Background: an optimization exercise with open tools, aiming at small area. Do not read the settings as production practice.
In this exercise RTL edits were held to simulation tests only and were not proved equivalent to the original.
No driver is modelled on the clock port, so clocking that relies on it looks cheaper here than on a real chip.
Power figures rest on the tool's default switching activity, not on a simulated workload.

## usb
module usb(
    input rst_n,
    input clk_48,
    input rx_j,
    input rx_se0,
    output tx_en,
    output tx_j,
    output tx_se0,
    input[6:0] usb_address,
    output usb_rst,
    output reg transaction_active,
    output reg[3:0] endpoint,
    output reg direction_in,
    output reg setup,
    input data_toggle,
    input[1:0] handshake,
    output reg[7:0] data_out,
    input[7:0] data_in,
    input data_in_valid,
    output reg data_strobe,
    output reg success
    );
Size in the first run: roughly 44 I/O pins.
make LEC_CHECK=0 CAP_MARGIN=20 CORE_MARGIN=2 CORE_UTILIZATION=40 CTS_BUF_LIST=sky130_fd_sc_hd__clkbuf_8 CTS_CLUSTER_DIAMETER=100 CTS_CLUSTER_SIZE=30 PLACE_DENSITY=0.6 SLEW_MARGIN=20 finish   # period 20.8 ns
run.sh (not shown) runs the stock make flow with config.mk's settings and CLKGATE_MAP_FILE= SYNTH_SCRIPT=/design/flow/synth_recipe.tcl, a recipe that flattens the netlist after the stock synthesis.
The starting point finished clean.
Change:
Settings changed: CTS_BUF_LIST sky130_fd_sc_hd__clkbuf_8 to default, CTS_CLUSTER_DIAMETER 100 to default, CTS_CLUSTER_SIZE 30 to default.
Outcome: Power increases by about 11%; maximum frequency came out higher by about 0.6%; cell count stays the same; hold slack stays flat; core utilization rose by 1.2 points; wire length grows by 0.39%; final area grows by 2.5%; clock skew fell by 4.3 ps; via count came out lower by about 0.8%; worst setup slack gains 38 ps.

========
## P
usb, a different RTL version from the one above (not shown whole).
For scale: ~130 flip-flops, about 44 I/O pins.
==> flow/config.mk <==
export PLATFORM = sky130hd
export DESIGN_NAME = usb
export DESIGN_NICKNAME = usb
export VERILOG_FILES = /design/flow/design.v
export SDC_FILE = /design/flow/constraint.sdc
export NUM_CORES = 4
export LEC_CHECK = 0
export CAP_MARGIN = 20
export CORE_MARGIN = 2
export CORE_UTILIZATION = 65
export PLACE_DENSITY = 0.75
export SLEW_MARGIN = 20
==> flow/constraint.sdc <==
create_clock -name core_clock -period 20.8 [get_ports {clk_48}]
set_input_delay 4.1600 -clock core_clock [delete_from_list [all_inputs] [get_ports {clk_48}]]
set_output_delay 4.1600 -clock core_clock [all_outputs]
set_load 0.01 [all_outputs]
standard.sh (not shown) runs the stock make flow with config.mk's settings and CLKGATE_MAP_FILE= SYNTH_SCRIPT=/design/flow/synth_recipe.tcl, a recipe that flattens the netlist after the stock synthesis.
==> flow/flow/run.sh <==
#!/bin/bash
set -euo pipefail
export BUFFER_PORTS_ARGS="-buffer_cell sky130_fd_sc_hd__buf_1"
export CTS_ARGS="-sink_clustering_enable -repair_clock_nets -dont_use_dummy_load -buf_list sky130_fd_sc_hd__clkbuf_4"
bash standard.sh > standard.log 2>&1
> inputs changed (P -> Q)
- changing PLACE_DENSITY from 0.75 to 0.6
- changing CORE_UTILIZATION from 65 to 40
==> flow/flow/run.sh <==
#!/bin/bash
set -euo pipefail
export BUFFER_PORTS_ARGS="-buffer_cell sky130_fd_sc_hd__buf_1"
export CTS_ARGS="-sink_clustering_enable -repair_clock_nets -dont_use_dummy_load -buf_list sky130_fd_sc_hd__clkbuf_8 -sink_clustering_size 40 -sink_clustering_max_diameter 200"
bash standard.sh > standard.log 2>&1
Results
Average detailed-routed wire length per instance in Q is 1.1 um lower than in P
In Q the wire length on met2 turned out 1.6% higher than in P.
Clock share of power was higher in Q than in P.
Compared to P, Q has combinational power share 1.3 points lower.
Summary: fmax, Q worse than P
Per the comparison of Q with P, register-to-register slack shows an increase of 0.02 ns, clock power shows an increase of 35%, synthesis-to-finish area growth shows an increase of 3.1 points.
| global-route usage | higher: P |
The critical path depth of Q falls short of that of P by 1.
Post-route minimum period came out higher on Q than on P.

========
Another version of the RTL of usb (not shown whole).
Size in the first run: roughly 870 cells after synthesis, roughly 44 I/O pins, roughly 7300 µm² of cells after synthesis.
==> flow/config.mk <==
export PLATFORM = sky130hd
export DESIGN_NAME = usb
export DESIGN_NICKNAME = usb
export VERILOG_FILES = /design/flow/design.v
export SDC_FILE = /design/flow/constraint.sdc
export NUM_CORES = 4
export LEC_CHECK = 0
export ABC_AREA = 1
export CAP_MARGIN = 20
export CORE_MARGIN = 2
export CORE_UTILIZATION = 40
export PLACE_DENSITY = 0.6
export SLEW_MARGIN = 20
==> flow/constraint.sdc <==
create_clock -name core_clock -period 20.8 [get_ports {clk_48}]
set_input_delay 4.1600 -clock core_clock [delete_from_list [all_inputs] [get_ports {clk_48}]]
set_output_delay 4.1600 -clock core_clock [all_outputs]
set_load 0.01 [all_outputs]
run.sh (not shown) runs the stock make flow with config.mk's settings and CLKGATE_MAP_FILE= SYNTH_SCRIPT=/design/flow/synth_recipe.tcl, a recipe that flattens the netlist after the stock synthesis.
Stock flow here: none of the scripts above is used.
The first run produced a clean layout.
Next try:
- ABC_AREA: 1 -> unset
Setup slack gets worse by 0.21 ns.
Routed wire length goes down by 4.8%.
Total power rose by 3.1%.

========
rev 12:
Another version of the RTL of usb (not shown whole).
Size: about 510 cells after synthesis, ~44 I/O pins.
export LEC_CHECK = 0
export CAP_MARGIN = 20
export CORE_MARGIN = 2
export CORE_UTILIZATION = 40
export PLACE_DENSITY = 0.6
export SLEW_MARGIN = 20
create_clock -name core_clock -period 20.8 [get_ports {clk_48}]
standard.sh (not shown) runs the stock make flow with config.mk's settings and CLKGATE_MAP_FILE= SYNTH_SCRIPT=/design/flow/synth_recipe.tcl, a recipe that flattens the netlist after the stock synthesis.
==> flow/flow/run.sh <==
#!/bin/bash
# The standard layout (standard.sh), with
#  - synthesis mapped by an area-oriented ABC script (flow/synth.tcl),
#  - one buf_1 per port instead of the default port buffer,
#  - a clock tree of clkbuf_8 without dummy loads.
# Each tool's output goes to a log file in this folder.
set -euo pipefail
W=$(pwd)
export OWN_ABC_SCRIPT="$W/flow/abc_area.script"
export FLOW_SYNTH_TCL="$W/synth_recipe.tcl"
export BUFFER_PORTS_ARGS="-buffer_cell sky130_fd_sc_hd__buf_1"
export CTS_ARGS="-sink_clustering_enable -repair_clock_nets -dont_use_dummy_load -buf_list sky130_fd_sc_hd__clkbuf_8"
sed "s#SYNTH_SCRIPT=[^ ]*synth_recipe.tcl#SYNTH_SCRIPT=$W/flow/synth.tcl#" standard.sh > own_standard.sh
grep -q "SYNTH_SCRIPT=$W/flow/synth.tcl" own_standard.sh
bash own_standard.sh > standard.log 2>&1
==> flow/flow/abc_area.script <==
strash
&get -n
&fraig -x
&put
dc2
strash
&get -n
&dch -f
&nf
&put
==> flow/flow/synth.tcl <==
# The standard synthesis script, with the technology mapping done by an
# area-oriented ABC script (flow/abc_area.script) instead of ORFS's speed
# script. Everything else, the flip-flop mapping included, is unchanged.
proc abc {args} {
  set out {}
  for {set i 0} {$i < [llength $args]} {incr i} {
    set a [lindex $args $i]
    if {$a eq "-script"} {
      incr i
      lappend out -script $::env(OWN_ABC_SCRIPT)
      continue
    }
    lappend out $a
  }
  yosys abc {*}$out
}
source $::env(FLOW_SYNTH_TCL)
Input-level comparison between rev 13 and rev 12:
==> flow/flow/abc_area.script <==
strash
&get -n
&fraig -x
&put
dc2
strash
&get -n
&dch -f
&nf -R 1000
&put
strash
&get -n
&dch -f
&nf -R 1000
&put
Relative to rev 12, the die area measured on rev 13 has decreased by a few percent. As of rev 13, via density per instance had fallen by a few percent compared to rev 12. Rev 13 vs rev 12 — synthesized cell count rose 4. Summary — logic depth of the worst path, buffers included, rev 13 relative to rev 12: lower, by 1. Rev 12 → rev 13: placer congestion estimate down 8.4%, final core area utilization down 0.71 points, first-pass GRT wire length down about 5%, area used by multi-input combinational logic down about 6%, post-layout worst setup margin up 3.7 ps. Sum of routed wire length over all layers improves in rev 13 relative to rev 12.

========
Another version of the RTL of usb (not shown whole).
Size in the first run: about 500 cells after synthesis, roughly 110 flip-flops, roughly 44 I/O pins, ~0.0049 mm² of cells after synthesis.
Settings: LEC_CHECK=0, CAP_MARGIN=5, CORE_MARGIN=2, CORE_UTILIZATION=40, PLACE_DENSITY=0.6, SLEW_MARGIN=5; clock period 20.8 ns.
==> flow/flow/run.sh <==
#!/bin/bash
# The standard layout (standard.sh), with
#  - synthesis mapped by an area-oriented ABC script (flow/synth.tcl),
#  - one buf_1 per port instead of the default port buffer,
#  - a clock tree of clkbuf_8 without dummy loads, whose buffers are upsized
#    where the clock slew is high (flow/post_cts.tcl).
# Each tool's output goes to a log file in this folder.
set -euo pipefail
W=$(pwd)
export OWN_ABC_SCRIPT="$W/flow/abc_area.script"
export FLOW_SYNTH_TCL="$W/synth_recipe.tcl"
export BUFFER_PORTS_ARGS="-buffer_cell sky130_fd_sc_hd__buf_1"
export POST_CTS_TCL="$W/flow/post_cts.tcl"
export CTS_ARGS="-sink_clustering_enable -repair_clock_nets -dont_use_dummy_load -buf_list sky130_fd_sc_hd__clkbuf_8"
sed "s#SYNTH_SCRIPT=[^ ]*synth_recipe.tcl#SYNTH_SCRIPT=$W/flow/synth.tcl#" standard.sh > own_standard.sh
grep -q "SYNTH_SCRIPT=$W/flow/synth.tcl" own_standard.sh
bash own_standard.sh > standard.log 2>&1
==> flow/flow/abc_area.script <==
strash
&get -n
&fraig -x
&put
dc2
strash
&get -n
&dch -f
&nf -R 1000
&put
strash
&get -n
&dch -f
&nf -R 1000
&put
==> flow/flow/post_cts.tcl <==
# After clock tree synthesis: upsize clock buffers (clkbuf_8 -> clkbuf_16)
# whose flip-flop clock pins see an estimated slew above 95 ps, one step per
# pass, then legalize the placement again.
proc upsize_clock_buffers {limit} {
  set order {sky130_fd_sc_hd__clkbuf_4 sky130_fd_sc_hd__clkbuf_8 sky130_fd_sc_hd__clkbuf_16}
  for {set pass 0} {$pass < 4} {incr pass} {
    estimate_parasitics -placement
    set todo [dict create]
    foreach pin [get_pins -hierarchical */CLK] {
      if {[get_property $pin slew_max] <= $limit} continue
      set net [get_nets -of_objects $pin]
      foreach drv [get_pins -of_objects $net -filter "direction == output"] {
        set inst [get_cells -of_objects $drv]
        dict set todo [get_full_name $inst] $inst
      }
    }
    set changed 0
    dict for {name inst} $todo {
      set m [get_property $inst ref_name]
      set k [lsearch $order $m]
      if {$k >= 0 && $k < [llength $order] - 1} {
        puts "upsize_clock_buffers: $name $m -> [lindex $order [expr {$k + 1}]]"
        replace_cell $inst [lindex $order [expr {$k + 1}]]
        incr changed
      }
    }
    puts "upsize_clock_buffers: pass $pass changed $changed"
    if {$changed == 0} break
  }
}
upsize_clock_buffers 0.095
detailed_placement
check_placement -verbose
estimate_parasitics -placement
Scripts as last shown in full above: flow/flow/synth.tcl
Rerun with:
--- a/flow/config.mk
+++ b/flow/config.mk
@@ -7,6 +7,6 @@
 export LEC_CHECK = 0
-export CAP_MARGIN = 5
+export CAP_MARGIN = 20
 export CORE_MARGIN = 2
-export CORE_UTILIZATION = 40
-export PLACE_DENSITY = 0.6
-export SLEW_MARGIN = 5
+export CORE_UTILIZATION = 55
+export PLACE_DENSITY = 0.7
+export SLEW_MARGIN = 20
Result: Clock skew increases by 0.0060 ns. Final area shrinks by 0.99%. Die area shrinks by 26%. Power drops by 1.8%. Worst hold slack is better by 0.0056 ns. Area after synthesis is unchanged. Routed wire length is lower by about 8%. Worst setup slack stays flat. Final cell count goes down by about 5.6%. Sequential share of layout area went up by 0.50 points.

what the ideal ports hide:
The flow's constraints put no driver on any port. The routed layouts listed below were extracted and timed again, unchanged, in two steps.
Step 1 assumes that a clkbuf_16 drives the clock port and a buf_2 every other input.
Step 2 also shifts input and output timing later by t, the mid clock arrival at the registers, as if the neighbouring blocks saw the same clock.
Three values: no drivers, after step 1, after step 2; two values: the first two.
run	t, ns	slack for setup (ns)	hold WS [ns]	worst setup path after step 2	cell pins on the clock port's net
the first run of note 1	0.476	14.214 / 14.178 / 14.495	0.352 / 0.352 / 0.352	input to register	1
the second run of note 1	0.451	14.253 / 14.213 / 14.501	0.352 / 0.352 / 0.352	input to register	1
P	0.502	11.652 / 11.628 / 11.628	0.359 / 0.359 / 0.359	input to output	1
Q	0.465	11.407 / 11.384 / 11.384	0.354 / 0.354 / 0.354	input to output	1
the first run of note 3	0.465	14.440 / 14.397 / 14.862	0.350 / 0.350 / 0.350	register to output	1
the second run of note 3	0.459	14.230 / 14.188 / 14.356	0.350 / 0.350 / 0.350	input to register	1
rev 12	0.419	11.593 / 11.570 / 11.570	0.355 / 0.355 / 0.355	input to output	1
rev 13	0.412	11.597 / 11.568 / 11.568	0.360 / 0.360 / 0.360	input to output	1
the first run of note 5	0.423	11.560 / 11.534 / 11.534	0.356 / 0.356 / 0.356	input to output	1
the second run of note 5	0.398	11.559 / 11.537 / 11.537	0.361 / 0.361 / 0.361	input to output	1
After both steps every run listed still meets setup and hold. The setup slack of rev 13, which loses most, moves by -0.029 ns with the drivers and by -0.029 ns with both steps.
